This is an optimization exercise on Yosys and OpenROAD, whose aim is small area, not a production implementation.
In this exercise RTL edits were held to simulation tests only and were not proved equivalent to the original.

Design pipelined_processor, start of the top module:
module pipelined_processor(
  input wire clk,
  input wire rst,
  input wire [15:0] input_reg,
  output reg [15:0] output_reg,
  output wire [10:0] imem_addr,
  input wire [15:0] imem_rdata,
  output wire dmem_re,
  output wire [10:0] dmem_raddr,
  input wire [15:0] dmem_rdata,
  output wire dmem_we,
  output wire [10:0] dmem_waddr,
  output wire [15:0] dmem_wdata
);
For scale: roughly 3900 cells after synthesis, ~310 flip-flops, about 29000 sq um of cells after synthesis.
export LEC_CHECK = 0
export ABC_AREA = 1
export CAP_MARGIN = 20
export CORE_MARGIN = 2
export CORE_UTILIZATION = 40
export SLEW_MARGIN = 20
create_clock -name core_clock -period 50.0 [get_ports {clk}]
standard.sh (not shown) runs the stock make flow with config.mk's settings and CLKGATE_MAP_FILE= SYNTH_SCRIPT=/design/flow/synth_recipe.tcl, a recipe that flattens the netlist after the stock synthesis.
==> flow/flow/run.sh <==
#!/bin/bash
set -o pipefail
export BUFFER_PORTS_ARGS="-buffer_cell sky130_fd_sc_hd__buf_1"
export CTS_ARGS="-sink_clustering_enable -repair_clock_nets -dont_use_dummy_load -sink_clustering_size 30 -sink_clustering_max_diameter 80 -buf_list sky130_fd_sc_hd__clkbuf_16"
bash standard.sh > standard.log 2>&1
The starting point passed the timing, design-rule and antenna checks.
Next try:
==> flow/flow/run.sh (replaced) <==
#!/bin/bash
set -o pipefail
export BUFFER_PORTS_ARGS="-buffer_cell sky130_fd_sc_hd__buf_1"
export CTS_ARGS="-sink_clustering_enable -repair_clock_nets -dont_use_dummy_load -buf_list sky130_fd_sc_hd__clkbuf_4"
bash standard.sh > standard.log 2>&1
--- a/flow/config.mk
+++ b/flow/config.mk
@@ -9,4 +9,4 @@
 export CAP_MARGIN = 20
 export CORE_MARGIN = 2
-export CORE_UTILIZATION = 40
+export CORE_UTILIZATION = 65
 export SLEW_MARGIN = 20
Die area is lower by 38%.
Design area is lower by 1.7%.
Worst hold slack gets worse by 0.079 ns.
Clock-buffer cell count is higher by 60.
Via count is higher by 7.9%.
Final cell count is lower by 6.3%.
Next try:
==> flow/run.sh (new file) <==
#!/bin/bash
# synth_recipe.tcl (not shown) runs the flow's synth.tcl, then flattens the netlist and writes it again
# the make line also repeats each setting of config.mk as NAME=value (left out here)
make -C /OpenROAD-flow-scripts/flow DESIGN_CONFIG=/design/flow/config.mk WORK_HOME=/design/flow/orfs CLKGATE_MAP_FILE= SYNTH_SCRIPT=/design/flow/synth_recipe.tcl finish
--- a/flow/config.mk
+++ b/flow/config.mk
@@ -9,4 +9,5 @@
 export CAP_MARGIN = 20
 export CORE_MARGIN = 2
-export CORE_UTILIZATION = 65
+export CORE_UTILIZATION = 40
+export CTS_BUF_LIST = sky130_fd_sc_hd__clkbuf_4
 export SLEW_MARGIN = 20
removed: flow/flow/run.sh
removed: flow/standard.sh
Worst hold slack gains 0.050 ns.
Wire length rose slightly.
Count of clock-buffer cells in the layout rose by 58.
Worst setup slack gains 0.76 ns.
Cell area rose by a few percent.
Synthesized cell count stays the same.
First-iteration DRC count fell by a quarter to a third.
Maximum frequency rose slightly.
Next try:
==> flow/flow/run.sh (new file) <==
#!/bin/bash
set -o pipefail
export BUFFER_PORTS_ARGS="-buffer_cell sky130_fd_sc_hd__buf_1"
bash standard.sh > standard.log 2>&1
==> flow/standard.sh (new file) <==
#!/bin/bash
# synth_recipe.tcl (not shown) runs the flow's synth.tcl, then flattens the netlist and writes it again
# the make line also repeats each setting of config.mk as NAME=value (left out here)
make -C /OpenROAD-flow-scripts/flow DESIGN_CONFIG=/design/flow/config.mk WORK_HOME=/design/flow/orfs CLKGATE_MAP_FILE= SYNTH_SCRIPT=/design/flow/synth_recipe.tcl "${@:-finish}"
removed: flow/run.sh
Worst hold slack loses 0.0061 ns; setup slack gains 0.17 ns; clock-buffer cell count went down by 10; cell count hardly moves; design area went down by a few percent; non-clock buffer count went down by 4; synthesized area stays the same; global-route usage went up by 0.52 points.
Next try:
==> flow/flow/run.sh (replaced) <==
#!/bin/bash
set -o pipefail
export BUFFER_PORTS_ARGS="-buffer_cell sky130_fd_sc_hd__buf_1"
export CTS_ARGS="-sink_clustering_enable -repair_clock_nets -dont_use_dummy_load -buf_list sky130_fd_sc_hd__clkbuf_4"
bash standard.sh > standard.log 2>&1
--- a/flow/config.mk
+++ b/flow/config.mk
@@ -10,4 +10,3 @@
 export CORE_MARGIN = 2
 export CORE_UTILIZATION = 40
-export CTS_BUF_LIST = sky130_fd_sc_hd__clkbuf_4
 export SLEW_MARGIN = 20
Effect: Synthesized area is unchanged. Die area is unchanged. Worst hold slack gets worse by 0.037 ns. Critical path depth climbs by 7.

Another version of the RTL of pipelined_processor (not shown whole).
Size in the first run: ~3900 cells after synthesis, ~310 flip-flops, about 29000 sq um of cells after synthesis.
// pipelined_processor
module pipelined_processor(
  input wire clk,
  input wire rst,
  input wire [15:0] input_reg,
  output reg [15:0] output_reg,
  output wire [10:0] imem_addr,
  input wire [15:0] imem_rdata,
  output wire dmem_re,
  output wire [10:0] dmem_raddr,
  input wire [15:0] dmem_rdata,
  output wire dmem_we,
  output wire [10:0] dmem_waddr,
  output wire [15:0] dmem_wdata
);
clock: 50.0 ns
lec_check: 0
abc_area: 1
cap_margin: 20
core_margin: 2
core_utilization: 65
slew_margin: 20
==> flow/flow/run.sh <==
#!/bin/bash
set -o pipefail
export BUFFER_PORTS_ARGS="-buffer_cell sky130_fd_sc_hd__buf_1"
export CTS_ARGS="-sink_clustering_enable -repair_clock_nets -dont_use_dummy_load -sink_clustering_size 25 -sink_clustering_max_diameter 80 -buf_list sky130_fd_sc_hd__clkbuf_16"
bash standard.sh > standard.log 2>&1
The first run produced a clean layout.
Edit:
CORE_UTILIZATION = 40   (was 65)
Outcome: The changed run went through all stages and came out clean; critical path depth came out higher by 8; wire length rises by 3.2%; setup slack gains 810 ps.
Edit:
CORE_UTILIZATION = 55   (was 40)
- final cell count is lower by 5.5%
- routed wire length came out higher by 0.96%
- critical path depth drops by 2
- first-iteration DRC count went up by 8.9%
- setup slack gets worse by 510 ps
- register-to-register slack gets worse by 510 ps
- worst hold slack gets better by 15 ps
- utilization grows by 16 points
- die area decreases by 27%
- via count went up by 3.4%

-- what the ideal ports hide --
The results above use ideal ports. As a check the final layouts listed here were re-extracted and re-timed, cells and wires unchanged.
Step 1 sets driving cells, clkbuf_16 on the clock port and buf_2 on the other inputs (assumed; they add their load-dependent delay and slew).
Step 2 adds t to the input delays and takes it off the output delays; t is the mean of the earliest and latest rising clock arrival at the registers after step 1. Input paths then give back, and output paths get back, about the clock's delay inside the block.
Three values: no drivers, after step 1, after step 2; two values: the first two.
| run | t, ns | setup slack, ns | worst hold slack (ns) | clock arrival spread, ns |
|---|---|---|---|---|
| the first run of note 1 | 0.598 | 2.955 / 2.955 / 2.955 | 0.333 / 0.333 / 0.333 | 0.085 / 0.085 |
| the second run of note 1 | 0.853 | 2.027 / 2.027 / 2.027 | 0.254 / 0.254 / 0.254 | 0.172 / 0.173 |
| the third run of note 1 | 0.873 | 2.791 / 2.791 / 2.791 | 0.303 / 0.303 / 0.303 | 0.089 / 0.088 |
| the fourth run of note 1 | 0.869 | 2.960 / 2.960 / 2.960 | 0.297 / 0.297 / 0.297 | 0.100 / 0.101 |
| the fifth run of note 1 | 0.838 | 2.881 / 2.881 / 2.881 | 0.261 / 0.261 / 0.261 | 0.162 / 0.162 |
| the first run of note 2 | 0.587 | 2.248 / 2.248 / 2.248 | 0.334 / 0.334 / 0.334 | 0.056 / 0.056 |
| the second run of note 2 | 0.605 | 3.061 / 3.061 / 3.061 | 0.321 / 0.321 / 0.321 | 0.081 / 0.081 |
| the third run of note 2 | 0.581 | 2.547 / 2.547 / 2.547 | 0.336 / 0.336 / 0.336 | 0.053 / 0.053 |
After both steps setup and hold are still met in every run listed.
